What follows belongs to an exercise in optimizing a design on an open flow for small area, a short achievable clock period and few clock cycles; a production flow would make more cautious choices.
Where RTL was checked, it was by simulation tests only, not by an equivalence proof against the original.
For run 5, only the layout was checked, not whether the RTL still works.
No activity file was given, so power comes from the tool's default toggle rates.

`flow/design.v`:
```
module JAM (
    input CLK,
    input RST,
    output [3:0] MatchCount,
    output [9:0] MinCost,
    output       Valid,
    output [2:0] W,
    output [2:0] J,
    input  [6:0] Cost
);
localparam ST_SCAN = 2'd0;
localparam ST_Z    = 2'd1;
localparam ST_FIN  = 2'd2;
localparam ST_DONE = 2'd3;
integer k;
reg [1:0] st;
reg [6:0] cnt;
reg [2:0] rc;           
reg [2:0] jr;           
reg [2:0] wr;           
reg [2:0] r;            
reg       first;        
reg       pend;         
reg       pe;           
reg [6:0] dsum;         
reg [6:0] delta;        
reg [8:0] kofs;         
reg [9:0] xh;           
reg [6:0] cost_r;
reg [7:0] dmin;
reg [2:0] j1p, j0p, p1;    
reg [2:0] wp;           
reg       m1;
reg       aact;
reg [2:0] ar;            
reg [2:0] ac;
reg [9:0] mincost;
reg       valid;
reg [6:0] uz;
reg [6:0] dmore;        
reg [2:0] lvl;
reg [3:0] ds;
reg [7:0] dused;
reg [20:0] dch;
reg [3:0] dcnt;
reg [55:0] cNV;    
reg [63:0] cM;     
reg [23:0] cW;     
reg [7:0]  cU;     
reg [7:0]  cPd;    
reg [23:0] cP;     
reg [7:0]  cMt;    
reg [55:0] rU;     
reg [7:0]  rV;     
reg [7:0]  rPd;    
assign MatchCount = dcnt;
assign MinCost    = mincost;
assign Valid      = valid;
assign W          = wr;
assign J          = jr;
wire scan = (st == ST_SCAN);
wire zp   = (st == ST_Z);
wire hold1 = scan && (cnt == 7'd1) && aact;
wire s_proc = scan && (cnt >= 7'd2 && cnt <= 7'd9);
wire fclr = first && scan && (cnt >= 7'd1 && cnt <= 7'd8);   
wire z_proc = zp && (cnt >= 7'd2 && cnt <= 7'd65);
wire force0 = scan && (r == 3'd0) && !pend;
wire [6:0] dsel = cPd[1] ? delta : 7'd0;
wire [6:0] nv_e = force0 ? 7'd0 : (cNV[13:7] + dsel);
wire [6:0] u_e  = force0 ? 7'd0 : (rU[13:7]  + (rPd[1] ? delta : 7'd0));
wire [9:0] xa = force0 ? 10'd0 : {3'b000, cNV[13:7]};
wire [9:0] xb = force0 ? 10'd0 : {3'b000, dsel};
wire [9:0] xc = {kofs[8], kofs};
wire [9:0] xh_e = (xa ^ xb ^ xc) + {((xa[8:0] & xb[8:0]) | (xa[8:0] & xc[8:0]) | (xb[8:0] & xc[8:0])), 1'b0};
wire [9:0] cand = {3'b000, cost_r} + xh;
wire usedh = cU[0];
wire isj0  = !first && (j0p == 3'd0);
wire elig  = !usedh && !isj0;
wire [7:0] mold = cM[7:0];
wire [7:0] din  = dmin;
function sgn3;
    input [6:0] a;
    input [9:0] b;
    input [7:0] x;
    reg [10:0] p, q, y, sm, cy;
    begin
        p = {4'b0000, a};
        q = {b[9], b};
        y = ~{3'b000, x};
        sm = p ^ q ^ y;
        cy = {((p[9:0] & q[9:0]) | (p[9:0] & y[9:0]) | (q[9:0] & y[9:0])), 1'b1};
        sgn3 = (sm + cy) >> 10;
    end
endfunction
wire c1 = sgn3(cost_r, xh, mold);
wire c2 = sgn3(cost_r, xh, din);
wire c3 = (mold < din);
wire better = elig && c1;
wire [7:0] mnew = better ? cand[7:0] : mold;
wire take = elig && (c1 ? c2 : c3);
wire [7:0] dmin_n = take ? mnew : din;
wire [2:0] p1_n = take ? cP[2:0] : p1;
wire       m1_n = take ? cMt[0] : m1;
wire [2:0] r1 = r + 3'd1;
wire [2:0] wnx_t = cMt[0] ? cP[2:0] : r1;
wire [2:0] wnx_f = m1 ? p1 : r1;
wire [2:0] wnx = take ? wnx_t : wnx_f;
wire [2:0] wpx_t = wnx_t - rc - 3'd1;
wire [2:0] wpx_f = wnx_f - rc - 3'd1;
wire [2:0] wpx = take ? wpx_t : wpx_f;
wire [6:0] zc = cnt - 7'd2;
wire zbit = (cand == {3'b000, uz});
reg  [7:0] mz;
always @(*) begin
    mz = cM[7:0];
    for (k = 0; k < 8; k = k + 1)
        if (zc[5:3] == k) mz[k] = zbit;
end
wire [7:0] cM_h = z_proc ? mz : s_proc ? mnew : pM[7:0];
wire [2:0] cW_h = (s_proc && better) ? wr : cW[2:0];
wire       cU_h = z_proc ? 1'b0 : s_proc ? (usedh | isj0) : cU[0];
wire       rV_h = s_proc ? (rV[0] | (wp == 3'd0)) : rV[0];
wire [2:0] apos = ac;
wire [2:0] rm1  = r - 3'd1;
reg  [2:0] arw;
reg  [2:0] aenc;
always @(*) begin
    arw = 3'd0;
    for (k = 0; k < 8; k = k + 1)
        if (apos == k) arw = cW[3*k +: 3];
    aenc = 3'd0;
    for (k = 0; k < 8; k = k + 1)
        if (cMt[k] && (cP[3*k +: 3] == arw)) aenc = k;
end
wire adone = (arw == ar);
wire [2:0] awp = apos - 3'd1;    
wire [2:0] usel = wp;
reg [6:0] u_w;
reg       v_w;
always @(*) begin
    u_w = 7'd0;
    v_w = 1'b0;
    for (k = 0; k < 8; k = k + 1)
        if (usel == k) begin
            u_w = rU[7*k +: 7];
            v_w = rPd[k];
        end
end
reg [7:0] zpos;
always @(*) begin
    for (k = 0; k < 8; k = k + 1)
        zpos[k] = cM[8*k + lvl];
end
wire [7:0] zrot1 = rc[0] ? {zpos[6:0], zpos[7]}   : zpos;
wire [7:0] zrot2 = rc[1] ? {zrot1[5:0], zrot1[7:6]} : zrot1;
wire [7:0] zcol  = rc[2] ? {zrot2[3:0], zrot2[7:4]} : zrot2;
reg  [7:0] gtm;
always @(*) begin
    for (k = 0; k < 8; k = k + 1)
        gtm[k] = ds[3] || (k > ds[2:0]);
end
wire [7:0] dc = zcol & ~dused & gtm;
reg  [2:0] dj;
always @(*) begin
    dj = 3'd0;
    for (k = 7; k >= 0; k = k - 1)
        if (dc[k]) dj = k;
end
wire dgo = (st == ST_FIN);
wire dhave = (dc != 8'd0);
wire ddesc = dhave && (lvl != 3'd7);
wire dtwo  = dhave && !one8(dc);
reg  [6:0] dlt;
reg  [2:0] dtl;
reg        dany;
reg  [2:0] dback;
reg  [7:0] dkeep;
always @(*) begin
    for (k = 0; k < 7; k = k + 1)
        dlt[k] = dmore[k] && (k < lvl);
    dany = (dlt != 7'd0);
    dtl = 3'd0;
    for (k = 0; k < 7; k = k + 1)
        if (dlt[k]) dtl = k;
    dback = 3'd0;
    dkeep = 8'd0;
    for (k = 0; k < 7; k = k + 1) begin
        if (dtl == k) dback = dch[3*k +: 3];
        if (k < dtl) dkeep = dkeep | (8'd1 << dch[3*k +: 3]);
    end
end
reg [7:0] rf;
reg [7:0] ctk;
reg [63:0] pM;
function one8;    
    input [7:0] x;
    reg [3:0] o1, t1;
    reg [1:0] o2, t2;
    begin
        o1 = x[7:4] | x[3:0];
        t1 = x[7:4] & x[3:0];
        o2 = o1[3:2] | o1[1:0];
        t2 = (o1[3:2] & o1[1:0]) | t1[3:2] | t1[1:0];
        one8 = (o2[1] ^ o2[0]) && !(o2[1] & o2[0]) && (t2 == 2'b00)
            || ((o2[1] ^ o2[0]) && (t2 == 2'b00));
    end
endfunction
always @(*) begin
    for (k = 0; k < 8; k = k + 1)
        rf[k] = one8({cM[56+k], cM[48+k], cM[40+k], cM[32+k], cM[24+k], cM[16+k], cM[8+k], cM[k]});
    for (k = 0; k < 8; k = k + 1)
        ctk[k] = dgo && ((cM[8*k +: 8] & rf) != 8'd0);
    for (k = 0; k < 64; k = k + 1)
        pM[k] = cM[k] && (rf[k % 8] || !ctk[k / 8]);
end
wire allf = (rf == 8'hFF);
always @(posedge CLK) begin
    cost_r <= Cost;
    xh <= xh_e;
    cNV <= {cNV[6:0], cNV[55:14], nv_e};
    cM  <= {cM_h, pM[63:16], (fclr ? 8'hFF : pM[15:8])};
    cW  <= {cW_h, cW[23:3]};
    cU  <= {cU_h, cU[7:2], (cU[1] & !fclr)};
    cP  <= {cP[2:0], cP[23:3]};
    if (aact) begin
        for (k = 0; k < 8; k = k + 1)
            if (awp == k) cP[3*k +: 3] <= arw;
    end
    rU <= {rU[6:0], rU[55:14], u_e};
    rV <= {rV_h, rV[7:2], (rV[1] & !fclr)};
    if (pend) begin
        cPd <= {cU[0], cU[7:1]};
        rPd <= {rV[0], rV[7:1]};
    end else begin
        cPd <= {cPd[0], cPd[7:2], 1'b0};
        rPd <= {rPd[0], rPd[7:2], 1'b0};
    end
    if (scan && cnt == 7'd1)
        dmin <= 8'hFF;
    if (s_proc) begin
        dmin <= dmin_n;
        p1 <= p1_n;
        m1 <= m1_n;
    end
    if (s_proc && take)
        j1p <= 3'd7;
    else
        j1p <= j1p - 3'd1;
    if (pend)
        j0p <= j1p - 3'd1;
    else
        j0p <= j0p - 3'd1;
    if (pend)
        delta <= dmin[6:0] - dsum;
    if (s_proc && cnt == 7'd9) begin
        ac <= take ? 3'd7 : (j1p - 3'd1);
        ar <= r;
    end else begin
        ac <= aenc - 3'd1;
    end
    if (zp && zc[2:0] == 3'd7)
        uz <= u_w + (v_w ? delta : 7'd0);
    if (dgo) begin
        if (ddesc) begin
            for (k = 0; k < 7; k = k + 1)
                if (lvl == k) dch[3*k +: 3] <= dj;
        end
    end
end
always @(posedge CLK or posedge RST) begin
    if (RST) begin
        st <= ST_SCAN;
        cnt <= 7'd0;
        rc <= 3'd0;
        jr <= 3'd2;
        wr <= 3'd0;
        wp <= 3'd0;
        r <= 3'd0;
        first <= 1'b1;
        pend <= 1'b0;
        pe <= 1'b0;
        dsum <= 7'd0;
        kofs <= 9'd0;
        mincost <= 10'd0;
        valid <= 1'b0;
        aact <= 1'b0;
        cMt <= 8'd0;
        dmore <= 7'd0;
        lvl <= 3'd0;
        ds <= 4'hF;
        dused <= 8'd0;
        dcnt <= 4'd0;
    end else begin
        rc <= rc + 3'd1;
        wp <= wp - 3'd1;
        jr <= jr + 3'd1;
        pend <= 1'b0;
        cMt <= {cMt[0], cMt[7:1]};
        if (aact) begin
            for (k = 0; k < 8; k = k + 1)
                if (awp == k) cMt[k] <= 1'b1;
            if (adone)
                aact <= 1'b0;
        end
        if (pend) begin
            if (pe) begin
                if (r == 3'd7) begin
                    st <= ST_Z;
                    cnt <= 7'd1;
                end
                r <= r1;
                dsum <= 7'd0;
                kofs <= 9'd0;
                first <= 1'b1;
                mincost <= mincost + dmin[6:0];
            end else begin
                dsum <= dmin[6:0];
                kofs <= {2'b00, dmin[6:0]} - {2'b00, u_w};
                first <= 1'b0;
            end
        end
        case (st)
            ST_SCAN: begin
                if (cnt == 7'd9) begin
                    pend <= 1'b1;
                    pe <= !m1_n;
                    cnt <= 7'd0;
                    wr <= wnx;
                    wp <= wpx;
                    if (!m1_n && r != 3'd7)
                        aact <= 1'b1;
                end else if (!hold1) begin
                    cnt <= cnt + 7'd1;
                end
            end
            ST_Z: begin
                wr <= cnt[5:3] + {2'b00, (cnt[2:0] == 3'd7)};
                if (cnt[2:0] == 3'd7) wp <= wp;
                if (cnt == 7'd65)
                    st <= ST_FIN;
                cnt <= cnt + 7'd1;
            end
            default: ;
        endcase
        if (dgo) begin
            if (allf) begin
                dcnt <= 4'd1;
                valid <= 1'b1;
                st <= ST_DONE;
            end else if (ddesc) begin
                dused <= dused | (8'd1 << dj);
                lvl <= lvl + 3'd1;
                ds <= 4'hF;
                for (k = 0; k < 7; k = k + 1)
                    if (lvl == k) dmore[k] <= dtwo;
            end else begin
                if (lvl == 3'd7 && dhave)
                    dcnt <= dcnt + 4'd1;
                if (!dany) begin
                    valid <= 1'b1;
                    st <= ST_DONE;
                end
                dused <= dkeep;
                lvl <= dtl;
                ds <= {1'b0, dback};
            end
        end
    end
end
endmodule
```
`flow/run.sh`:
```
#!/bin/bash
# synth_recipe.tcl (not shown) runs the flow's synth.tcl, then flattens the netlist and writes it again
# the make line also repeats each setting of config.mk as NAME=value (left out here)
make -C /OpenROAD-flow-scripts/flow DESIGN_CONFIG=/design/flow/config.mk WORK_HOME=/design/flow/orfs CLKGATE_MAP_FILE= SYNTH_SCRIPT=/design/flow/synth_recipe.tcl finish
```
`flow/config.mk`:
```
export PLATFORM = sky130hd
export DESIGN_NAME = JAM
export DESIGN_NICKNAME = JAM
export VERILOG_FILES = /design/flow/design.v
export SDC_FILE = /design/flow/constraint.sdc
export NUM_CORES = 4
export LEC_CHECK = 0
export CAP_MARGIN = 20
export CORE_MARGIN = 2
export CORE_UTILIZATION = 40
export SETUP_SLACK_MARGIN = 4.0
export SLEW_MARGIN = 20
```
`flow/constraint.sdc`:
```
create_clock -name core_clock -period 7.0 [get_ports {CLK}]
set_input_delay 1.4000 -clock core_clock [delete_from_list [all_inputs] [get_ports {CLK}]]
set_output_delay 1.4000 -clock core_clock [all_outputs]
set_load 0.01 [all_outputs]
```
==> summary.txt, run 1 <==
Final min period - 3.519 ns
grt met2 use - 34.92%
Max H-tree Level - 2
DRT iter0 DRCs - 1105
r2r worst-path depth - 12
nets - 2480
Arrival @ worst endpoint - 3.97 ns
leakage power total - 0.01119 uW
TritonCTS clock tree - yes
clk sinks - 420
num rows - 84
Post-Synth Adder-Cell Area - 9.778%
DR WL/cell - 19.87 um
RSZ-0062 raised after global routing - yes
synth unique cells - 98
Max VDD drop - 0.2726 mV
largest net degree at the start of global routing - 63
setup violators final - 0
Die Area - 55230 um^2
initial antenna violation count - 0
Reg-to-Reg End - dmore[1]
Post-Synth XOR/XNOR Area - 4.209%
ant diodes - 0
DR vias/cell - 5.575
worst hold path class - register to register
largest area contributor in the netlist - dfxtp_1
Max Root-Sink Buffers - 3
grt ovf - 0
clock-pin slew on the worst setup and hold paths - 0.06 ns
synth cell count leaders - dfxtp_1 (282), inv_1 (167), nand2_1 (165), a21oi_1 (137), nor2_1 (135)
vias in the first global route - 17060
Mapped Area - 21340 um^2
Setup crit start kind - register
post-synthesis mux area share - 6.923%
dominant synthesized flop cell - dfxtp_1
CTS buffer count - 47
core area - 52660 um^2
Pwr Density - 486.5 nW/um^2
Slew Limit Fails - 0
gr busiest metal - met2
top-count cell post-synth - dfxtp_1
drt total wl - 60670 um
top-area cell type share of the netlist area - 26.45%
origin of the worst setup path - lvl[1]
I/O pins - 30
Placer Congestion - 0.8971
hold_ws - 0.3217 ns
Max FO, Critical Path - 8
worst skew pair latency - 0.62 ns
vias - 17027
Yosys reg bits - 420
Max-cap violations - 0
die height - 235 um
Area Growth Syn to Fin - 25.66%
reg2reg setup slack - 3.48 ns
status - complete, no violations
post-synthesis compound-gate area fraction - 16.49%
Root Driver - clkbuf_16
Hold Fails Final Rpt - 0
first-pass GRT wire length - 94630 um
final setup TNS - 0 ns
max frequency - 0.2842 GHz
Syn Nets - 2310
top cells by area, synth - dfxtp_1 (26%), dfrtp_1 (9.6%), edfxtp_1 (7.0%)
clk_skew - 0.04959 ns
met3 Resource Use GR - 3.207%
EDFF count, synth - 50
fraction of layout cells with a size suffix above 1 - 24.64%
Post-Synth Simple-Gate Area - 13.88%
I/O Buffers - 29
Post-DP HPWL - 39300 um
Crit path required time - 7.45 ns
main combinational cell family by area after synthesis - compound AO/OA/AOI/OAI gates
Tightest Pin Transition - 0.9557 ns
yosys warns - 1
sequential-to-total area share from yosys stat - 43.84%
CP Capture Type - register
Cells after Synth - 2160
TritonRoute pass-1 iters - 7
Critical Path End - dmore[1]
DIE WIDTH - 235 um
GR Util All Layers - 21.22%
Crit Path Class - register to register
initial cell density of the core - 40.54%
RR Startpoint - lvl[1]
Layout Utilization - 50.94%
M1 GR Usage - 27.56%
Tcrit/Tclk final - 50.27%
Syn Area/Cell - 9.882 um^2
Slew headroom - 36.29%
FFs w/ async S/R, synth - 20.95%
DRC Markers - 0
Post-DRT Antenna Nets - 0
## power by group
part | total [uW] | internal, uW | switching [uW]
combinational | 6270 | 3050 | 3220
sequential | 4260 | 3290 | 969
clock | 2520 | 1460 | 1050
total | 13000 | 7800 | 5250
## critical path: stages (launching register included)
cell and delay, ns:
dfrtp_4 0.57, buf_12 0.17, mux2i_1 0.16, mux4_2 0.53
nor2b_4 0.15, or4_4 0.52, a31oi_4 0.18, a211oi_4 0.08
a41oi_2 0.23, buf_6 0.18, nor3b_4 0.24, nand2_1 0.08
mux2_2 0.28
## per-stage QoR
step	worst slack, ns	instance area (um^2)	total power, uW	instances
floorplan	3.731	21590	7389	2160
global placement	2.691	22400	8671	2804
detailed placement	2.694	22400	8757	2804
CTS	3.531	25860	12400	2998
global route	3.398	26820	13850	3054
finish	3.481	26820	13050	3054
## how the worst min path moves through the flow
stage / startpoint / to / slack, ns / depth (start not counted)
2_1_floorplan: cNV[17] / cNV[10] / 0.31 / 0
6_report: cNV[30] / cNV[23] / 0.32 / 0
3_3_place_gp: cNV[0] / cNV[49] / 0.31 / 0
3_5_place_dp: cNV[17] / cNV[10] / 0.31 / 0
5_1_grt: cNV[33] / cNV[26] / 0.33 / 0
4_1_cts: cNV[30] / cNV[23] / 0.32 / 0
## layer usage
| metal | up-vias | share of wire (%) |
|---|---|---|
| met5 | - | 0 |
| met3 | 169 | 6.1 |
| li1 | 8027 | - |
| met1 | 8283 | 42 |
| met4 | 0 | 4.5 |
| met2 | 548 | 47 |
## area by class of cell
cell class	count	area (um^2)
clock buffers	65	1376
clock inverters	20	227.7
fillers	4659	25830
inverters	169	668.1
multi-input cells	1485	12180
flip-flops and latches	420	9390
well taps	688	860.8
repair buffers	207	2116
## registers in the layout, indices dropped and copies added (netlist names), 8 cells and up
register / cells
kofs: 8
xh: 10
cW: 24
dch: 21
dmin: 8
rU: 56
cP: 24
rV: 8
cPd: 8
cMt: 8
cM: 64
rPd: 8
cU: 8
dused: 8
mincost: 10
cNV: 56
## layout by cell type, fill, tap and decap left out, types with 24 or more instances in the layout
cell type    n
dfrtp_1     73
xor2_1      42
nand2_1    142
mux4_2      24
fa_1        28
edfxtp_1    50
a21oi_2     34
nand3_1     41
nor2_1     122
buf_4      113
inv_1      154
buf_6       44
a21oi_1    101
mux2_2      44
nand2b_1    32
and2_1      24
clkbuf_16   51
o21ai_0     67
nor2b_1     24
mux2i_1     35
dfxtp_1    276
xnor2_1     51
a21o_1      25
ha_1       101
nor3_1      38
o21a_1      47
o22ai_1     25
## kinds of logic (layout without fill, tap and decap cells)
| group | count (synthesis) | count (layout) |
|---|---|---|
| buffers and inverters | 257 | 461 |
| AO/OA/AOI/OAI | 526 | 526 |
| flip-flops | 420 | 420 |
| multiplexers | 112 | 112 |
| adder cells (fa/ha/maj) | 150 | 150 |
| XOR/XNOR | 101 | 101 |
| AND/OR/NAND/NOR | 594 | 596 |
## repair_timing
action / 4_1_cts / 5_1_grt
hold buffers: 0 / 0
resized for setup: 196 / 112
pin swaps: 79 / 61
endpoints found under the setup margin: 186 / 173
cloned: 8 / 2
setup buffers: 101 / 53
Testbench counts, summed over its fixed seeds: cycles 4,694.
==> run 2, diff against run 1 <==
--- a/flow/design.v
+++ b/flow/design.v
@@ -30,6 +30,7 @@
 reg [7:0] dmin;
 reg [2:0] j1p, j0p, p1;    
 reg [2:0] wp;           
+reg [2:0] wro, wpo;     
 reg       m1;
 reg       aact;
 reg [2:0] ar;            
@@ -37,6 +38,8 @@
 reg [9:0] mincost;
 reg       valid;
 reg [6:0] uz;
+reg [6:0] ut;
+reg       vt;
 reg [6:0] dmore;        
 reg [2:0] lvl;
 reg [3:0] ds;
@@ -60,14 +63,14 @@
 assign J          = jr;
 wire scan = (st == ST_SCAN);
 wire zp   = (st == ST_Z);
-wire hold1 = scan && (cnt == 7'd1) && aact;
+wire hold1 = scan && (cnt == 7'd1) && aact && !adone;
 wire s_proc = scan && (cnt >= 7'd2 && cnt <= 7'd9);
 wire fclr = first && scan && (cnt >= 7'd1 && cnt <= 7'd8);   
 wire z_proc = zp && (cnt >= 7'd2 && cnt <= 7'd65);
 wire force0 = scan && (r == 3'd0) && !pend;
-wire [6:0] dsel = cPd[1] ? delta : 7'd0;
+wire [6:0] dsel = (cPd[1] && !pend) ? delta : 7'd0;
 wire [6:0] nv_e = force0 ? 7'd0 : (cNV[13:7] + dsel);
-wire [6:0] u_e  = force0 ? 7'd0 : (rU[13:7]  + (rPd[1] ? delta : 7'd0));
+wire [6:0] u_e  = force0 ? 7'd0 : (rU[13:7]  + ((rPd[1] && !pend) ? delta : 7'd0));
 wire [9:0] xa = force0 ? 10'd0 : {3'b000, cNV[13:7]};
 wire [9:0] xb = force0 ? 10'd0 : {3'b000, dsel};
 wire [9:0] xc = {kofs[8], kofs};
@@ -97,11 +100,12 @@
 wire c3 = (mold < din);
 wire better = elig && c1;
 wire [7:0] mnew = better ? cand[7:0] : mold;
-wire take = elig && (c1 ? c2 : c3);
+wire take = elig && (c2 || c3);
 wire [7:0] dmin_n = take ? mnew : din;
 wire [2:0] p1_n = take ? cP[2:0] : p1;
 wire       m1_n = take ? cMt[0] : m1;
 wire [2:0] r1 = r + 3'd1;
+wire pcommit = !(s_proc && (cnt == 7'd9) && take);
 wire [2:0] wnx_t = cMt[0] ? cP[2:0] : r1;
 wire [2:0] wnx_f = m1 ? p1 : r1;
 wire [2:0] wnx = take ? wnx_t : wnx_f;
@@ -117,9 +121,9 @@
         if (zc[5:3] == k) mz[k] = zbit;
 end
 wire [7:0] cM_h = z_proc ? mz : s_proc ? mnew : pM[7:0];
-wire [2:0] cW_h = (s_proc && better) ? wr : cW[2:0];
+wire [2:0] cW_h = (s_proc && better) ? wro : cW[2:0];
 wire       cU_h = z_proc ? 1'b0 : s_proc ? (usedh | isj0) : cU[0];
-wire       rV_h = s_proc ? (rV[0] | (wp == 3'd0)) : rV[0];
+wire       rV_h = s_proc ? (rV[0] | (wpo == 3'd0)) : rV[0];
 wire [2:0] apos = ac;
 wire [2:0] rm1  = r - 3'd1;
 reg  [2:0] arw;
@@ -137,13 +141,16 @@
 wire [2:0] usel = wp;
 reg [6:0] u_w;
 reg       v_w;
+reg       rV_w;
 always @(*) begin
     u_w = 7'd0;
     v_w = 1'b0;
+    rV_w = 1'b0;
     for (k = 0; k < 8; k = k + 1)
         if (usel == k) begin
             u_w = rU[7*k +: 7];
             v_w = rPd[k];
+            rV_w = rV[k];
         end
 end
 reg [7:0] zpos;
@@ -229,8 +236,8 @@
     rU <= {rU[6:0], rU[55:14], u_e};
     rV <= {rV_h, rV[7:2], (rV[1] & !fclr)};
     if (pend) begin
-        cPd <= {cU[0], cU[7:1]};
-        rPd <= {rV[0], rV[7:1]};
+        cPd <= {cU_h, cU[7:1]};
+        rPd <= {rV_h, rV[7:1]};
     end else begin
         cPd <= {cPd[0], cPd[7:2], 1'b0};
         rPd <= {rPd[0], rPd[7:2], 1'b0};
@@ -252,14 +259,18 @@
         j0p <= j0p - 3'd1;
     if (pend)
         delta <= dmin[6:0] - dsum;
-    if (s_proc && cnt == 7'd9) begin
-        ac <= take ? 3'd7 : (j1p - 3'd1);
-        ar <= r;
-    end else begin
+    if (aact) begin
         ac <= aenc - 3'd1;
+    end else begin
+        ac <= (s_proc && take) ? 3'd7 : (j1p - 3'd1);
+        ar <= r;
     end
+    ut <= u_w;
+    wro <= wr;
+    wpo <= wp - 3'd1;
+    vt <= pend ? ((wp == 3'd0) ? rV_h : rV_w) : v_w;
     if (zp && zc[2:0] == 3'd7)
-        uz <= u_w + (v_w ? delta : 7'd0);
+        uz <= ut + (vt ? delta : 7'd0);
     if (dgo) begin
         if (ddesc) begin
             for (k = 0; k < 7; k = k + 1)
@@ -304,31 +315,37 @@
         end
         if (pend) begin
             if (pe) begin
-                if (r == 3'd7) begin
-                    st <= ST_Z;
-                    cnt <= 7'd1;
+                if (pcommit) begin
+                    if (r == 3'd7) begin
+                        st <= ST_Z;
+                        cnt <= 7'd1;
+                    end else begin
+                        aact <= 1'b1;
+                    end
+                    r <= r1;
+                    mincost <= mincost + dmin[6:0];
                 end
-                r <= r1;
-                dsum <= 7'd0;
+                if (pcommit)
+                    dsum <= 7'd0;
                 kofs <= 9'd0;
                 first <= 1'b1;
-                mincost <= mincost + dmin[6:0];
             end else begin
-                dsum <= dmin[6:0];
+                if (pcommit)
+                    dsum <= dmin[6:0];
                 kofs <= {2'b00, dmin[6:0]} - {2'b00, u_w};
                 first <= 1'b0;
             end
         end
         case (st)
             ST_SCAN: begin
-                if (cnt == 7'd9) begin
+                if (cnt == 7'd8 || (cnt == 7'd9 && take)) begin
                     pend <= 1'b1;
                     pe <= !m1_n;
-                    cnt <= 7'd0;
+                    cnt <= (cnt == 7'd8) ? 7'd9 : 7'd0;
                     wr <= wnx;
                     wp <= wpx;
-                    if (!m1_n && r != 3'd7)
-                        aact <= 1'b1;
+                end else if (cnt == 7'd9) begin
+                    cnt <= 7'd1;
                 end else if (!hold1) begin
                     cnt <= cnt + 7'd1;
                 end
==> run 2 against run 1 <==
Fmax up 2.0%. First-iteration DRC count grew 12%. Core utilization grew 0.64 points. Synthesized cell count down 0.46%. Largest power group unchanged. Register-to-register slack improved by 0.07 ns. Die area grew 0.70%. Highest routed layer is now met5. Clock-buffer cell count is the same. Non-clock buffer count down 13. Area after synthesis increased by 0.72%. Via count up 0.84%.
==> summary.txt, run 2 <==
status - complete, no violations
drt total wl - 60450 um
Reg with most FFs - cM
vias in the first global route - 16922
Post-Synth XOR/XNOR Area - 3.993%
top-count cell post-synth - dfxtp_1
EDFF count, synth - 50
first-pass GRT wire length - 93630 um
Tightest Pin Transition - 1.098 ns
TritonRoute pass-1 iters - 7
post-route insts no fill - 3039
Tcrit/Tclk final - 49.29%
Post-DP HPWL - 39190 um
post-synthesis compound-gate area fraction - 15.85%
largest net degree at the start of global routing - 50
grt ovf - 0
Crit Path Class - register to register
DR vias/cell - 5.650
initial antenna violation count - 1
CP Capture Type - register
max FFs per register - 64
top-area cell type share of the netlist area - 27.57%
DRT iter0 DRCs - 1233
dominant synthesized flop cell - dfxtp_1
most frequent cells in the layout - dfxtp_1 (287), nand2_1 (137), inv_1 (126)
Yosys reg bits - 434
leakage power total - 0.01124 uW
Arrival @ worst endpoint - 3.93 ns
initial cell density of the core - 40.66%
Crit path required time - 7.48 ns
largest registers - cM (64), cNV (56), rU (56)
ant diodes - 0
Syn Nets - 2300
core area - 52870 um^2
final-layout fill cell count - 4652
I/O pins - 30
Hold Fails Final Rpt - 0
Placer Congestion - 0.9247
r2r worst-path depth - 12
Post-Synth Simple-Gate Area - 14.61%
I/O Buffers - 29
FFs w/ async S/R, synth - 20.28%
sequential-to-total area share from yosys stat - 44.83%
nets - 2461
post-cts hold buffer count - 0
die height - 235.8 um
TritonCTS clock tree - yes
DRC Markers - 0
DR WL/cell - 19.89 um
CTS buffer count - 48
max frequency - 0.2898 GHz
Pwr Density - 494.2 nW/um^2
synth unique cells - 95
Hold Path Depth - 0
Max FO, Critical Path - 7
dpl cells - 2796
Cells after Synth - 2150
Die Area - 55610 um^2
GR Util All Layers - 20.99%
clock-pin slew on the worst setup and hold paths - 0.06 ns
largest area contributor in the netlist - dfxtp_1
clk sinks - 434
Slew headroom - 26.83%
Final min period - 3.450 ns
Max H-tree Level - 2
clk_skew - 0.03246 ns
yosys warns - 1
worst skew pair latency - 0.62 ns
post-synthesis mux area share - 6.734%
Root Driver - clkbuf_16
main combinational cell family by area after synthesis - compound AO/OA/AOI/OAI gates
RSZ-0062 raised after global routing - yes
Slew Limit Fails - 0
Syn Area/Cell - 9.999 um^2
worst hold path class - register to register
setup violators final - 0
commonest non-fill, non-tap cell in the layout - dfxtp_1
Max Root-Sink Buffers - 3
Setup crit start kind - register
top cells by area, synth - dfxtp_1 (28%), dfrtp_1 (9.5%), edfxtp_1 (7.0%)
Post-DRT Antenna Nets - 0
synth cell count leaders - dfxtp_1 (296), nand2_1 (157), inv_1 (142), nor2_1 (141), a21oi_1 (117)
Max VDD drop - 0.3002 mV
num rows - 84
Post-Synth Adder-Cell Area - 9.662%
DIE WIDTH - 235.8 um
Max-cap violations - 0
final setup TNS - 0 ns
fraction of layout cells with a size suffix above 1 - 25.14%
Mapped Area - 21500 um^2
vias - 17170
Area Growth Syn to Fin - 26.83%
run 2: worst paths after layout:
check / from / end / slack, ns
hold reg to reg: cNV[41] / cNV[34] / 0.32
setup reg to reg: lvl[0] / dmore[2] / 3.55
max in group asynchronous: RST / pend / 4.87
hold / removal: cNV[41] / cNV[34] / 0.32
setup / recovery: lvl[0] / dmore[2] / 3.55
min in group asynchronous: RST / cnt[1] / 1.09
run 2: cell type report:
cell class,count,area (um^2),share of cell area (%)
multi-input cells,1488,12480,45.78
clock inverters,25,300.3,1.101
flip-flops and latches,434,9672,35.47
inverters,145,574.3,2.106
repair buffers,194,1947,7.141
clock buffers,65,1428,5.236
well taps,688,860.8,3.157
run 2: critical path: stages, from the launching register on:
cell and delay, ns:
dfrtp_4 0.53, buf_8 0.16, buf_6 0.11, mux4_2 0.31
mux2_4 0.17, o22ai_4 0.08, mux4_2 0.54, a311oi_4 0.30
nor2_4 0.08, a31oi_4 0.29, nand2_4 0.19, nor3b_2 0.22
mux2_1 0.34
run 2: per-layer routing:
metal	global-route usage [%]	share of wire [%]
met5	0	0.025
met4	7.373	3.4
met3	4.014	6.2
met2	34.37	47
met1	27.69	43
run 2: kinds of logic after synthesis:
| family | after synthesis |
|---|---|
| mux | 112 |
| buf+inv | 234 |
| fa+ha+maj | 149 |
| flops | 434 |
| xor+xnor | 98 |
| simple gates | 615 |
| compound gates | 508 |
run 2: through the flow:
stage	total power, uW	cell area (um^2)	hold WS [ns]	worst slack, ns	util, %
4_1_cts	12580	26050	0.3237	3.577	49.28
3_3_place_gp	8810	22520	0.3101	2.541	42.60
5_1_grt	14320	27260	0.3281	3.468	51.57
3_5_place_dp	8920	22520	0.3121	2.410	42.60
6_report	13470	27260	0.3203	3.550	51.57
2_1_floorplan	7550	21640	0.3096	3.700	-
run 2: power by group:
group          switching (uW)  leakage [uW]  total [uW]  internal, uW
logic                    3250       0.00638        6360          3110
clock network            1120      0.000844        2690          1570
registers                 959       0.00401        4430          3470
run 2: repair_timing:
item	in CTS	in global routing
gates cloned	8	4
resized for setup	239	173
setup endpoints to repair	203	187
pin swaps	73	77
setup buffers	93	47
Testbench counts of run 2, summed over its fixed seeds: cycles 4,374.
==> run 3, diff against run 2 <==
--- a/flow/config.mk
+++ b/flow/config.mk
@@ -8,5 +8,5 @@
 export CAP_MARGIN = 20
 export CORE_MARGIN = 2
 export CORE_UTILIZATION = 40
-export SETUP_SLACK_MARGIN = 4.0
+export SETUP_SLACK_MARGIN = 3.0
 export SLEW_MARGIN = 20
==> run 3 against run 2 <==
Still clean. Non-clock buffer count is 140 lower. Sequential power hardly changed. Global-route usage is 1.2 points lower. Register-to-register slack worse by 0.39 ns. Via count is 6.8% lower. Fmax is 10% lower. Clock power is 6% lower.
==> summary.txt, run 3 <==
largest area contributor in the netlist - dfxtp_1
Gate power share - 39.7%
TritonCTS clock tree - yes
synth cell count leaders - dfxtp_1 (296), nand2_1 (157), inv_1 (142), nor2_1 (141), a21oi_1 (117)
setup violators final - 0
top cells by area, synth - dfxtp_1 (28%), dfrtp_1 (9.5%), edfxtp_1 (7.0%)
Crit Path Class - register to register
I/O Buffers - 29
TritonRoute pass-1 iters - 6
Arrival @ worst endpoint - 4.30 ns
FFs w/ async S/R, synth - 20.28%
Max H-tree Level - 2
WP depth - 12
Max-cap violations - 0
Die Area - 55610 um^2
Int Pwr - 6950 uW
dpl ws - 2.161 ns
r2r worst-path depth - 12
max frequency - 0.2606 GHz
switching power - 4536 uW
Pwr Density - 474.6 nW/um^2
initial antenna violation count - 0
crit path cell chain - buf_4 -> nor4_1 -> nand2b_1 -> nor4b_1 -> o22a_2 -> and2_1 -> and4_1 -> nor2_2 -> buf_4 -> nand2_4 -> nor3b_2 -> mux2_1
post-cts hold buffer count - 0
Post-DP HPWL - 39860 um
DRC Markers - 0
RSZ-0062 raised after global routing - no
Setup crit start kind - register
Placer Congestion - 0.9256
leakage power total - 0.009995 uW
worst skew pair latency - 0.61 ns
Cells after Synth - 2150
vias in the first global route - 15934
CP dominant cell by count - buf_4
max FFs per register - 64
Flop pwr share - 38.3%
Post-DRT Antenna Nets - 0
Hold Path Depth - 0
delay-heaviest family, CP - simple AND/OR/NAND/NOR gates
CTS buffer count - 47
Syn Area/Cell - 9.999 um^2
num rows - 84
Root Driver - clkbuf_16
DIE WIDTH - 235.8 um
Reg with most FFs - cM
Final min period - 3.837 ns
clk sinks - 434
status - complete, no violations
Crit path required time - 7.46 ns
worst hold path class - register to register
top-area cell type share of the netlist area - 27.57%
Slew headroom - 24.63%
Tcrit/Tclk final - 54.81%
final setup TNS - 0 ns
DR vias/cell - 5.537
clk_skew - 0.03471 ns
final instance area - 24200 um^2
Mapped Area - 21500 um^2
commonest non-fill, non-tap cell in the layout - dfxtp_1
Slew Limit Fails - 0
yosys warns - 1
fraction of layout cells with a size suffix above 1 - 10.31%
Max VDD drop - 0.2700 mV
DR WL/cell - 19.15 um
drt total wl - 55340 um
core area - 52870 um^2
final worst-path setup slack - 3.163 ns
Hold Fails Final Rpt - 0
Layout Utilization - 45.78%
grt ovf - 0
Area Growth Syn to Fin - 12.57%
Tightest Pin Transition - 1.125 ns
CP peak stage delay - 0.63 ns
first-pass GRT wire length - 88440 um
GR Util All Layers - 19.82%
Max Root-Sink Buffers - 3
DRT iter0 DRCs - 1179
DP Area - 22400 um^2
sequential-to-total area share from yosys stat - 44.83%
Critical path buffers and inverters - 2
initial cell density of the core - 40.66%
EDFF count, synth - 50
vias - 16002
largest registers - cM (64), cNV (56), rU (56)
Syn Nets - 2300
Yosys reg bits - 434
top-count cell post-synth - dfxtp_1
synth unique cells - 95
die height - 235.8 um
nets - 2315
Switching Fraction - 39.49%
Crit-path slowest cell - nor4_1
clock-pin slew on the worst setup and hold paths - 0.06 ns
CP Capture Type - register
clock share of power - 22.0%
Max FO, Critical Path - 15
dominant synthesized flop cell - dfxtp_1
I/O pins - 30
largest net degree at the start of global routing - 61
ant diodes - 0
most frequent cells in the layout - dfxtp_1 (296), nand2_1 (157), inv_1 (140)
run 3: cell count changes in the layout (fill, tap and decap cells not counted), sizes merged, moves of 3 or more:
cell	before	now
buf	158	25
bufbuf	3	0
clkbuf	69	63
clkdlybuf4s50	16	29
clkinv	16	19
dlygate4sd2	11	0
run 3: power by group through the flow:
stage / registers (uW) / clock network, uW / logic, uW
final: 4400 / 2520 / 4560
after global routing: 4500 / 2690 / 5130
after CTS: 4390 / 2590 / 4530
after detailed placement: 4430 / 0 / 4460
after global placement: 4420 / 0 / 4370
after floorplan: 3980 / 0 / 3510
run 3: metal layers:
layer / vias up / GRT usage (%) / part of all wire (%)
met5: - / 0 / 0
li1: 7697 / - / -
met4: 0 / 7.392 / 3.4
met2: 449 / 32.48 / 46
met1: 7733 / 26.49 / 45
met3: 123 / 2.984 / 4.9
run 3: cells by family after synthesis:
| family | share of synthesized area [%] |
|---|---|
| flops | 44.83 |
| simple gates | 14.61 |
| compound gates | 15.85 |
| xor+xnor | 3.993 |
| mux | 6.734 |
| fa+ha+maj | 9.662 |
| buf+inv | 4.319 |
run 3: worst reg2reg max path: stages, from the launching register on:
cell,delay [ns]
dfxtp_1,0.30
buf_4,0.19
nor4_1,0.63
nand2b_1,0.17
nor4b_1,0.59
o22a_2,0.46
and2_1,0.17
and4_1,0.35
nor2_2,0.05
buf_4,0.22
nand2_4,0.16
nor3b_2,0.07
mux2_1,0.33
run 3: metrics by stage:
| stage | power, uW | hold slack (ns) | std cells |
|---|---|---|---|
| 2_1_floorplan | 7488 | 0.3096 | 2150 |
| 3_5_place_dp | 8895 | 0.3121 | 2796 |
| 4_1_cts | 11510 | 0.3160 | 2885 |
| 3_3_place_gp | 8785 | 0.3103 | 2796 |
| 5_1_grt | 12320 | 0.3226 | 2890 |
| 6_report | 11490 | 0.3175 | 2890 |
run 3: final cells by class:
| type | count | area, um^2 |
|---|---|---|
| clock buffer | 63 | 1359 |
| clock inverter | 23 | 255.2 |
| fill | 4902 | 28670 |
| inverter | 145 | 550.5 |
| multi-input combinational | 1483 | 11050 |
| sequential | 434 | 9642 |
| tap | 688 | 860.8 |
| timing repair buffer | 54 | 481.7 |
run 3: final timing paths:
path | startpoint | endpoint | slack [ns]
min in group asynchronous | RST | dmore[1] | 1.17
worst min register to register | cNV[18] | cNV[11] | 0.32
worst max register to register | cM[4] | dmore[3] | 3.16
worst min-delay path | cNV[18] | cNV[11] | 0.32
max in group asynchronous | RST | mincost[7] | 4.59
worst max-delay path | cM[4] | dmore[3] | 3.16
run 3: what timing repair did:
action / in CTS / in global routing
pin swaps: 1 / 1
buffers inserted: 2 / 4
endpoints found under the hold margin: 0 / 0
gates resized for setup: 14 / 17
setup endpoints to repair: 107 / 76
cloned: 1 / 0
==> run 4, diff against run 3 <==
--- a/flow/config.mk
+++ b/flow/config.mk
@@ -8,5 +8,5 @@
 export CAP_MARGIN = 20
 export CORE_MARGIN = 2
 export CORE_UTILIZATION = 40
-export SETUP_SLACK_MARGIN = 3.0
+export SETUP_SLACK_MARGIN = 3.5
 export SLEW_MARGIN = 20
==> run 4 against run 3 <==
Still clean. Register-to-register slack gained 0.34 ns. Sequential share of layout area shrank 1.3 points. Cell count grew 1.6%. Worst hold slack lost 0.0012 ns. Area after synthesis is the same. Cell area grew 3.6%. Sequential power grew 0.9%. Critical path type unchanged. Largest cell class unchanged. Highest routed layer unchanged.
==> summary.txt, run 4 <==
initial cell density of the core - 40.66%
status - complete, no violations
Area Growth Syn to Fin - 16.58%
Cells after Synth - 2150
clk sinks - 434
worst hold path class - register to register
leakage power total - 0.01032 uW
dpl ws - 2.171 ns
DR WL/cell - 19.63 um
DP Area - 22390 um^2
num rows - 84
Crit Path Class - register to register
I/O pins - 30
DIE WIDTH - 235.8 um
Hold Path Depth - 0
ant diodes - 0
Arrival @ worst endpoint - 3.79 ns
FFs w/ async S/R, synth - 20.28%
largest registers - cM (64), cNV (56), rU (56)
initial antenna violation count - 1
most frequent cells in the layout - dfxtp_1 (287), nand2_1 (156), inv_1 (137)
synth cell count leaders - dfxtp_1 (296), nand2_1 (157), inv_1 (142), nor2_1 (141), a21oi_1 (117)
Design Power - 11880 uW
vias - 16478
Yosys reg bits - 434
Placer Congestion - 0.9144
DRC Markers - 0
r2r worst-path depth - 10
origin of the worst setup path - lvl[0]
CTS buffer count - 47
DR vias/cell - 5.614
TritonRoute pass-1 iters - 7
clock-pin slew on the worst setup and hold paths - 0.06 ns
Hold Crit Start - cNV[22]
core area - 52870 um^2
sequential-to-total area share from yosys stat - 44.83%
top cells by area, synth - dfxtp_1 (28%), dfrtp_1 (9.5%), edfxtp_1 (7.0%)
RR Startpoint - lvl[0]
setup violators final - 0
first-pass GRT wire length - 90180 um
max FFs per register - 64
largest net degree at the start of global routing - 62
final instance area - 25060 um^2
vias in the first global route - 16095
Tcrit/Tclk final - 49.96%
post-route insts no fill - 2935
Hold Fails Final Rpt - 0
Reg with most FFs - cM
dominant synthesized flop cell - dfxtp_1
nets - 2358
grt ovf - 0
clk_skew - 0.02402 ns
Final min period - 3.497 ns
Max FO, Critical Path - 7
Tightest Pin Transition - 1.069 ns
Max-cap violations - 0
DRT iter0 DRCs - 1056
EDFF count, synth - 50
Crit path required time - 7.29 ns
Mapped Area - 21500 um^2
Syn Nets - 2300
yosys warns - 1
Post-DRT Antenna Nets - 0
Post-DP HPWL - 40490 um
Setup crit start kind - register
die height - 235.8 um
Slew Limit Fails - 0
RSZ-0062 raised after global routing - yes
top-count cell post-synth - dfxtp_1
TritonCTS clock tree - yes
Max H-tree Level - 2
largest area contributor in the netlist - dfxtp_1
Syn Area/Cell - 9.999 um^2
commonest non-fill, non-tap cell in the layout - dfxtp_1
I/O Buffers - 29
Die Area - 55610 um^2
dpl cells - 2794
Max Root-Sink Buffers - 3
worst skew pair latency - 0.61 ns
drt total wl - 57620 um
final setup TNS - 0 ns
CP Capture Type - register
top-area cell type share of the netlist area - 27.57%
Root Driver - clkbuf_16
synth unique cells - 95
fraction of layout cells with a size suffix above 1 - 15.49%
Max VDD drop - 0.2126 mV
Pwr Density - 474.0 nW/um^2
Slew headroom - 28.40%
max frequency - 0.2860 GHz
final worst-path setup slack - 3.503 ns
GR Util All Layers - 20.32%
[run 4: cell counts after synthesis]
Identical to the previous run, type by type.
[run 4: final timing paths]
| path | end | slack (ns) |
|---|---|---|
| max in group asynchronous | wp[0] | 4.38 |
| min reg2reg | cNV[15] | 0.32 |
| max reg2reg | dch[1] | 3.50 |
| min | cNV[15] | 0.32 |
| max | dch[1] | 3.50 |
| min in group asynchronous | dcnt[0] | 1.26 |
[run 4: logic make-up (layout without fill, tap and decap cells)]
family	count (synthesis)	in the layout	share of synthesized area (%)
adder cells (fa/ha/maj)	149	149	9.662
AO/OA/AOI/OAI	508	509	15.85
buffers and inverters	234	330	4.319
AND/OR/NAND/NOR	615	615	14.61
XOR/XNOR	98	98	3.993
flip-flops	434	434	44.83
multiplexers	112	112	6.734
[run 4: timing repair]
item                       CTS  global route
gates cloned                 2             1
resized for setup           60            94
pin swaps                    6            24
setup buffers               18            32
hold buffers                 0             0
setup endpoints to repair  153           125
[run 4: worst max-delay path: stages, from the launching register on]
cell	delay, ns
dfrtp_4	0.52
clkbuf_16	0.18
mux4_2	0.33
and2_1	0.18
o22ai_2	0.12
mux4_2	0.51
a311oi_4	0.40
nor2_4	0.10
a31oi_4	0.32
nand2_4	0.19
nor3b_4	0.32
[run 4: per-stage QoR]
| step | hold WS (ns) | utilization (%) |
|---|---|---|
| after CTS | 0.3189 | 46.17 |
| after global routing | 0.3218 | 47.41 |
| after detailed placement | 0.3121 | 42.36 |
| after floorplan | 0.3096 | - |
| after global placement | 0.3103 | 42.36 |
| final | 0.3163 | 47.41 |
[run 4: metal layers]
layer  global-route usage, %  wire length, um  vias up
met1                   27.48            26000     8094
met3                   2.598             2800      110
met2                   33.10            27000      489
li1                        -                -     7785
met5                       0                0        -
met4                   7.894             1825        0
[run 4: power breakdown]
part           internal (uW)  switching, uW  total, uW  leakage [uW]
sequential              3470            972       4440       0.00402
combinational           2230           2680       4920       0.00551
clock                   1470           1050       2520      0.000793
[run 4: final cells by class]
class | instances | area [um^2]
Clock buffer | 72 | 1441
Clock inverter | 16 | 175.2
Fill cell | 4840 | 27800
Inverter | 145 | 554.3
Multi-Input combinational cell | 1483 | 11500
Sequential cell | 434 | 9657
Tap cell | 688 | 860.8
Timing Repair Buffer | 97 | 868.3
==> run 5, diff against run 4 <==
--- a/flow/design.v
+++ b/flow/design.v
@@ -37,9 +37,8 @@
 reg [2:0] ac;
 reg [9:0] mincost;
 reg       valid;
-reg [6:0] uz;
-reg [6:0] ut;
-reg       vt;
+reg [6:0] xz;           
+reg [2:0] lp;           
 reg [6:0] dmore;        
 reg [2:0] lvl;
 reg [3:0] ds;
@@ -106,19 +105,28 @@
 wire       m1_n = take ? cMt[0] : m1;
 wire [2:0] r1 = r + 3'd1;
 wire pcommit = !(s_proc && (cnt == 7'd9) && take);
-wire [2:0] wnx_t = cMt[0] ? cP[2:0] : r1;
-wire [2:0] wnx_f = m1 ? p1 : r1;
+wire [2:0] rn = (r == 3'd7) ? (rc + 3'd3) : r1;
+wire [2:0] wnx_t = cMt[0] ? cP[2:0] : rn;
+wire [2:0] wnx_f = m1 ? p1 : rn;
 wire [2:0] wnx = take ? wnx_t : wnx_f;
 wire [2:0] wpx_t = wnx_t - rc - 3'd1;
 wire [2:0] wpx_f = wnx_f - rc - 3'd1;
 wire [2:0] wpx = take ? wpx_t : wpx_f;
 wire [6:0] zc = cnt - 7'd2;
-wire zbit = (cand == {3'b000, uz});
+wire [6:0] zn = cnt - 7'd1;
+wire [7:0] zs = {1'b0, cost_r} + {1'b0, xz};
+wire zbit = (zs == {1'b0, rU[6:0]});
+wire [2:0] zcol = rc + zc[5:3];
 reg  [7:0] mz;
+reg  [6:0] nv_z;
+wire [2:0] zsel = zn[5:3] + 3'd1;
 always @(*) begin
     mz = cM[7:0];
     for (k = 0; k < 8; k = k + 1)
-        if (zc[5:3] == k) mz[k] = zbit;
+        if (zcol == k) mz[k] = zbit;
+    nv_z = 7'd0;
+    for (k = 0; k < 8; k = k + 1)
+        if (zsel == k) nv_z = cNV[7*k +: 7];
 end
 wire [7:0] cM_h = z_proc ? mz : s_proc ? mnew : pM[7:0];
 wire [2:0] cW_h = (s_proc && better) ? wro : cW[2:0];
@@ -153,20 +161,18 @@
             rV_w = rV[k];
         end
 end
-reg [7:0] zpos;
+reg [7:0] zrow;
 always @(*) begin
+    zrow = 8'd0;
     for (k = 0; k < 8; k = k + 1)
-        zpos[k] = cM[8*k + lvl];
+        if (lp == k) zrow = cM[8*k +: 8];
 end
-wire [7:0] zrot1 = rc[0] ? {zpos[6:0], zpos[7]}   : zpos;
-wire [7:0] zrot2 = rc[1] ? {zrot1[5:0], zrot1[7:6]} : zrot1;
-wire [7:0] zcol  = rc[2] ? {zrot2[3:0], zrot2[7:4]} : zrot2;
 reg  [7:0] gtm;
 always @(*) begin
     for (k = 0; k < 8; k = k + 1)
         gtm[k] = ds[3] || (k > ds[2:0]);
 end
-wire [7:0] dc = zcol & ~dused & gtm;
+wire [7:0] dc = zrow & ~dused & gtm;
 reg  [2:0] dj;
 always @(*) begin
     dj = 3'd0;
@@ -214,11 +220,11 @@
 endfunction
 always @(*) begin
     for (k = 0; k < 8; k = k + 1)
-        rf[k] = one8({cM[56+k], cM[48+k], cM[40+k], cM[32+k], cM[24+k], cM[16+k], cM[8+k], cM[k]});
+        rf[k] = one8(cM[8*k +: 8]);
     for (k = 0; k < 8; k = k + 1)
-        ctk[k] = dgo && ((cM[8*k +: 8] & rf) != 8'd0);
+        ctk[k] = dgo && ({cM[56+k], cM[48+k], cM[40+k], cM[32+k], cM[24+k], cM[16+k], cM[8+k], cM[k]} & rf) != 8'd0;
     for (k = 0; k < 64; k = k + 1)
-        pM[k] = cM[k] && (rf[k % 8] || !ctk[k / 8]);
+        pM[k] = cM[k] && (rf[k / 8] || !ctk[k % 8]);
 end
 wire allf = (rf == 8'hFF);
 always @(posedge CLK) begin
@@ -265,12 +271,9 @@
         ac <= (s_proc && take) ? 3'd7 : (j1p - 3'd1);
         ar <= r;
     end
-    ut <= u_w;
+    xz <= (zn[5:3] == 3'd0) ? nv_e : nv_z;
     wro <= wr;
     wpo <= wp - 3'd1;
-    vt <= pend ? ((wp == 3'd0) ? rV_h : rV_w) : v_w;
-    if (zp && zc[2:0] == 3'd7)
-        uz <= ut + (vt ? delta : 7'd0);
     if (dgo) begin
         if (ddesc) begin
             for (k = 0; k < 7; k = k + 1)
@@ -298,6 +301,7 @@
         cMt <= 8'd0;
         dmore <= 7'd0;
         lvl <= 3'd0;
+        lp <= 3'd0;
         ds <= 4'hF;
         dused <= 8'd0;
         dcnt <= 4'd0;
@@ -305,6 +309,7 @@
         rc <= rc + 3'd1;
         wp <= wp - 3'd1;
         jr <= jr + 3'd1;
+        lp <= lp - 3'd1;
         pend <= 1'b0;
         cMt <= {cMt[0], cMt[7:1]};
         if (aact) begin
@@ -319,6 +324,7 @@
                     if (r == 3'd7) begin
                         st <= ST_Z;
                         cnt <= 7'd1;
+                        wr <= rc + 3'd3;
                     end else begin
                         aact <= 1'b1;
                     end
@@ -351,8 +357,9 @@
                 end
             end
             ST_Z: begin
-                wr <= cnt[5:3] + {2'b00, (cnt[2:0] == 3'd7)};
-                if (cnt[2:0] == 3'd7) wp <= wp;
+                wr <= rc + 3'd3;
+                if (cnt[2:0] == 3'd7)
+                    jr <= jr + 3'd2;
                 if (cnt == 7'd65)
                     st <= ST_FIN;
                 cnt <= cnt + 7'd1;
@@ -367,6 +374,7 @@
             end else if (ddesc) begin
                 dused <= dused | (8'd1 << dj);
                 lvl <= lvl + 3'd1;
+                lp <= lp;
                 ds <= 4'hF;
                 for (k = 0; k < 7; k = k + 1)
                     if (lvl == k) dmore[k] <= dtwo;
@@ -379,6 +387,7 @@
                 end
                 dused <= dkeep;
                 lvl <= dtl;
+                lp <= dtl - rc - 3'd1;
                 ds <= {1'b0, dback};
             end
         end
==> run 5 against run 4 <==
Routed wire length increased by 3.1%. Core utilization decreased by 1.2 points. Flip-flop and latch count decreased by 5. Fmax increased by 2.5%. Cell area decreased by 1.3%. Highest routed layer unchanged. Critical path type unchanged. Critical path depth increased by 2. Total power increased by 5.1%. Cell count increased by 2.6%. Sequential share of layout area decreased by 0.17 points.
==> summary.txt, run 5 <==
status - complete, no violations
worst hold path class - register to register
Hold Fails Final Rpt - 0
Pwr Density - 504.4 nW/um^2
Switching Fraction - 41.73%
origin of the worst setup path - lp[0]
Crit Path Class - register to register
initial antenna violation count - 0
Max FO, Critical Path - 37
Root Driver - clkbuf_16
I/O Buffers - 29
die height - 236.5 um
Placer Congestion - 0.9381
yosys warns - 1
RR Startpoint - lp[0]
Max-cap violations - 0
setup violators final - 0
Setup crit start kind - register
first-pass GRT wire length - 93470 um
Syn Area/Cell - 9.652 um^2
fraction of layout cells with a size suffix above 1 - 11.40%
Max Root-Sink Buffers - 3
largest net degree at the start of global routing - 79
switching power - 5209 uW
clk_skew - 0.02507 ns
Tcrit/Tclk final - 48.74%
Crit-path slowest cell - or4_4
max FFs per register - 64
Gate power share - 43.7%
initial cell density of the core - 40.35%
Max H-tree Level - 2
post-cts hold buffer count - 0
Flop pwr share - 36.1%
num rows - 85
leakage power total - 0.01019 uW
drt total wl - 59390 um
Slew headroom - 34.27%
delay-heaviest family, CP - compound AO/OA/AOI/OAI gates
sequential-to-total area share from yosys stat - 43.84%
clock share of power - 20.3%
top-count cell post-synth - dfxtp_1
max frequency - 0.2931 GHz
CP peak stage delay - 0.54 ns
DIE WIDTH - 236.5 um
largest registers - cM (64), cNV (56), rU (56)
CP Capture Type - register
Final min period - 3.412 ns
synth cell count leaders - dfxtp_1 (295), nand2_1 (189), a21oi_1 (160), inv_1 (156), nor2_1 (154)
WP depth - 12
Mapped Area - 21630 um^2
Post-DP HPWL - 42930 um
TritonRoute pass-1 iters - 6
vias in the first global route - 16528
CTS buffer count - 48
synth unique cells - 101
nets - 2432
TritonCTS clock tree - yes
final-layout fill cell count - 5066
ant diodes - 0
GR Util All Layers - 20.99%
I/O pins - 30
vias - 16909
Cells after Synth - 2241
DR vias/cell - 5.614
Reg with most FFs - cM
Hold Path Depth - 0
DRT iter0 DRCs - 1491
Area Growth Syn to Fin - 14.41%
Crit path required time - 7.46 ns
EDFF count, synth - 43
final setup TNS - 0 ns
Post-DRT Antenna Nets - 0
FFs w/ async S/R, synth - 21.21%
Syn Nets - 2397
crit path cell chain - inv_1 -> ha_1 -> buf_8 -> nor4bb_1 -> or4_4 -> a211oi_4 -> buf_4 -> o22ai_1 -> a311oi_1 -> nor2_2 -> a31oi_1 -> mux2i_1
Hold Crit Start - cNV[23]
most frequent cells in the layout - dfxtp_1 (289), nand2_1 (188), a21oi_1 (158)
top cells by area, synth - dfxtp_1 (27%), dfrtp_1 (9.8%), ha_1 (6.6%)
dominant synthesized flop cell - dfxtp_1
Yosys reg bits - 429
largest area contributor in the netlist - dfxtp_1
commonest non-fill, non-tap cell in the layout - dfxtp_1
RSZ-0062 raised after global routing - yes
Max VDD drop - 0.2882 mV
Critical path buffers and inverters - 3
Design Power - 12480 uW
Die Area - 55950 um^2
core area - 53600 um^2
Int Pwr - 7273 uW
worst skew pair latency - 0.61 ns
clock-pin slew on the worst setup and hold paths - 0.06 ns
DR WL/cell - 19.72 um
Tightest Pin Transition - 0.9826 ns
DRC Markers - 0
Arrival @ worst endpoint - 3.88 ns
Slew Limit Fails - 0
grt ovf - 0
clk sinks - 429
r2r worst-path depth - 12
top-area cell type share of the netlist area - 27.30%
## run 5: path summary, 6_finish.rpt
| kind | end | slack (ns) |
|---|---|---|
| max in group asynchronous | pend | 4.80 |
| setup reg to reg | dused[1] | 3.59 |
| hold reg to reg | cNV[16] | 0.34 |
| setup / recovery | dused[1] | 3.59 |
| min in group asynchronous | cMt[6] | 1.13 |
| hold / removal | cNV[16] | 0.34 |
## run 5: repair_timing
item,CTS,global route
endpoints found under the setup margin,123,112
pin swaps,3,8
buffers inserted,9,23
gates resized for setup,38,46
gates cloned,0,0
## run 5: cell type report
cell class              instances  area, um^2  share of cell area (%)
clock buffers                  74        1455                   5.880
clock inverters                16       151.4                  0.6118
inverters                     157       596.8                   2.412
multi-input cells            1561       11470                   46.34
flip-flops and latches        429        9494                   38.37
well taps                     696       870.8                   3.519
repair buffers                 79       709.4                   2.867
## run 5: per-layer routing
metal / vias up / track usage, % / routed length [um]
li1: 8121 / - / -
met1: 8181 / 28.74 / 27190
met2: 494 / 33.69 / 27140
met3: 113 / 2.821 / 3172
met4: 0 / 8.189 / 1879
met5: - / 0 / 0
## run 5: cell families after synthesis
kind of cell	count (synthesis)	share of synthesized area, %
mux	72	3.835
buf+inv	251	4.703
simple gates	623	14.52
fa+ha+maj	150	9.788
flops	429	43.84
xor+xnor	103	4.171
compound gates	613	19.15
## run 5: power groups by stage
stage	Clock (uW)	Sequential, uW	Combinational, uW
2_1_floorplan	0	3980	3960
3_3_place_gp	0	4520	4980
3_5_place_dp	0	4530	5090
4_1_cts	2590	4500	5240
5_1_grt	2680	4600	6060
6_report	2530	4500	5450
## run 5: stage by stage
step                std cells  util, %  setup slack, ns  hold slack [ns]  instance area (um^2)
finish                   3012    46.17            3.588           0.3410                 24750
global route             3012    46.17            3.395           0.3504                 24750
CTS                      2989    45.44            3.334           0.3455                 24360
detailed placement       2890    42.02            2.761           0.3340                 22520
global placement         2890    42.02            2.859           0.3269                 22520
floorplan                2241        -            3.610           0.3226                 21640

## static timing again, ports no longer ideal
In the flow no input, the clock included, has a driving cell. The finished layouts below were timed again as built, in two steps.
Step 1, drivers: a clkbuf_16 drives CLK and a buf_2 each remaining input, both assumed.
Step 2 moves the port delays by t, midway between the first and last clock arrival at a register: inputs arrive t later, outputs are due t later. That takes back most of the time a late clock gives input paths.
Three values: ideal, step 1, step 2; two values: the first two.
| run | shift t [ns] | setup WS [ns] | worst setup path after step 2 | clock arrival spread, ns | pins driven straight from the clock port |
|---|---|---|---|---|---|
| run 1 | 0.655 | 3.481 / 3.481 / 3.481 | register to register | 0.051 / 0.051 | 1 |
| run 2 | 0.659 | 3.550 / 3.550 / 3.550 | register to register | 0.033 / 0.033 | 1 |
| run 3 | 0.657 | 3.163 / 3.163 / 3.163 | register to register | 0.041 / 0.041 | 1 |
| run 4 | 0.654 | 3.503 / 3.503 / 3.503 | register to register | 0.024 / 0.024 | 1 |
| run 5 | 0.659 | 3.588 / 3.588 / 3.588 | register to register | 0.027 / 0.027 | 1 |
After both steps every run listed still meets setup and hold.
